Context: an optimization exercise on an open-source flow, tuned for small area. The choices shown serve that exercise and are no tape-out recipe.

## lms_filter
module lms_filter #(
    parameter DW = 16,
    parameter M  = 32,
    parameter MU = 16'd32     
)(
    input wire clk,
    input wire rst_n,
    input wire signed [DW-1:0] pcm_in,
    input wire pcm_valid,
    input wire speech,
    output reg signed [DW-1:0] pcm_out,
    output reg pcm_out_valid
);
reg [DW-1:0] dr [0:M-1];    
reg [DW-1:0] wr [0:M-1];    
reg [4:0] ph;               
reg clr;                    
reg pend;                   
reg [DW-1:0] xb;            
reg spb, spf;               
reg s0, upd, dot;           
reg [DW-1:0] ex;            
reg [21:0] acc;             
wire [DW-1:0] dh = dr[M-1];
wire [DW-1:0] wh = wr[M-1];
wire [DW-1:0] mb = upd ? pcm_out : (wh & {DW{s0 | dot}});
wire [9:0]  zl = acc[9:0];                         
wire [11:0] zm = acc[21:10] | (wh[11:0] & {12{upd}});
wire [3:0]  zh = wh[15:12];
wire [40:0] r;
wire one0_0 = mb[0] ^ 1'b0;
wire two0_1 = (mb[1] & ~mb[0] & ~1'b0) | (~mb[1] & mb[0] & 1'b0);
wire pp0_0_2 = (one0_0 & ex[0]) ^ mb[1];
wire pp0_1_3 = ((one0_0 & ex[1]) | (two0_1 & ex[0])) ^ mb[1];
wire pp0_2_4 = ((one0_0 & ex[2]) | (two0_1 & ex[1])) ^ mb[1];
wire pp0_3_5 = ((one0_0 & ex[3]) | (two0_1 & ex[2])) ^ mb[1];
wire pp0_4_6 = ((one0_0 & ex[4]) | (two0_1 & ex[3])) ^ mb[1];
wire pp0_5_7 = ((one0_0 & ex[5]) | (two0_1 & ex[4])) ^ mb[1];
wire pp0_6_8 = ((one0_0 & ex[6]) | (two0_1 & ex[5])) ^ mb[1];
wire pp0_7_9 = ((one0_0 & ex[7]) | (two0_1 & ex[6])) ^ mb[1];
wire pp0_8_10 = ((one0_0 & ex[8]) | (two0_1 & ex[7])) ^ mb[1];
wire pp0_9_11 = ((one0_0 & ex[9]) | (two0_1 & ex[8])) ^ mb[1];
wire pp0_10_12 = ((one0_0 & ex[10]) | (two0_1 & ex[9])) ^ mb[1];
wire pp0_11_13 = ((one0_0 & ex[11]) | (two0_1 & ex[10])) ^ mb[1];
wire pp0_12_14 = ((one0_0 & ex[12]) | (two0_1 & ex[11])) ^ mb[1];
wire pp0_13_15 = ((one0_0 & ex[13]) | (two0_1 & ex[12])) ^ mb[1];
wire pp0_14_16 = ((one0_0 & ex[14]) | (two0_1 & ex[13])) ^ mb[1];
wire pp0_15_17 = ((one0_0 & ex[15]) | (two0_1 & ex[14])) ^ mb[1];
wire pp0_16_18 = ((one0_0 & ex[15]) | (two0_1 & ex[15])) ^ mb[1];
wire ppn0_19 = ~pp0_16_18;
wire one1_20 = mb[2] ^ mb[1];
wire two1_21 = (mb[3] & ~mb[2] & ~mb[1]) | (~mb[3] & mb[2] & mb[1]);
wire pp1_0_22 = (one1_20 & ex[0]) ^ mb[3];
  ...
==> flow/config.mk <==
export PLATFORM = sky130hd
export DESIGN_NAME = lms_filter
export DESIGN_NICKNAME = lms_filter
export VERILOG_FILES = /design/flow/design.v
export SDC_FILE = /design/flow/constraint.sdc
export NUM_CORES = 8
export LEC_CHECK = 0
export CAP_MARGIN = 20
export CORE_MARGIN = 2
export CORE_UTILIZATION = 70
export CTS_BUF_LIST = sky130_fd_sc_hd__clkbuf_16
export CTS_CLUSTER_DIAMETER = 60
export CTS_CLUSTER_SIZE = 25
export PLACE_DENSITY = 0.8
export SLEW_MARGIN = 20
==> flow/constraint.sdc <==
create_clock -name core_clock -period 14.0 [get_ports {clk}]
set_input_delay 2.8000 -clock core_clock [delete_from_list [all_inputs] [get_ports {clk}]]
set_output_delay 2.8000 -clock core_clock [all_outputs]
set_load 0.01 [all_outputs]
run.sh (not shown) runs the stock make flow with config.mk's settings and CLKGATE_MAP_FILE= SYNTH_SCRIPT=/design/flow/synth_recipe.tcl, a recipe that flattens the netlist after the stock synthesis.
Edit:
--- a/flow/config.mk
+++ b/flow/config.mk
@@ -9,7 +9,6 @@
 export CORE_MARGIN = 2
 export CORE_UTILIZATION = 70
-export CTS_BUF_LIST = sky130_fd_sc_hd__clkbuf_16
-export CTS_CLUSTER_DIAMETER = 60
-export CTS_CLUSTER_SIZE = 25
+export CTS_BUF_LIST = sky130_fd_sc_hd__clkbuf_2 sky130_fd_sc_hd__clkbuf_4 sky130_fd_sc_hd__clkbuf_8
+export CTS_CLUSTER_SIZE = 20
 export PLACE_DENSITY = 0.8
 export SLEW_MARGIN = 20
Outcome:
- final area came out higher by a few percent
- count of clock-buffer cells in the layout came out higher by 180
- flip-flop and latch count does not change
- via count came out higher by a few percent
- wire length came out higher slightly
- register-to-register slack gets worse by 120 ps
- critical path depth came out lower by 2
- worst setup slack gets worse by 120 ps
- die area is unchanged
Function was not checked in any run of this note: the RTL went through the layout flow alone.

[static timing again, ports no longer ideal]
The flow's constraints put no driver on any port. The routed layouts listed below were extracted and timed again, unchanged, in two steps.
Step 1 assumes that a clkbuf_16 drives the clock port and a buf_2 every other input.
Step 2 moves the port delays by t, midway between the first and last clock arrival at a register: inputs arrive t later, outputs are due t later. That takes back most of the time a late clock gives input paths.
Three values: ideal ports, drivers, drivers and shift; two values: the first two.
run	t (ns)	setup WS [ns]	slew at the worst register clock pin (ns)	worst data-port slew with drivers (ns)
the first run	0.683	0.459 / 0.459 / 0.459	0.10 / 0.10	0.05
the second run	0.861	0.344 / 0.344 / 0.344	0.08 / 0.08	0.06
After both steps setup and hold are still met in every run listed.
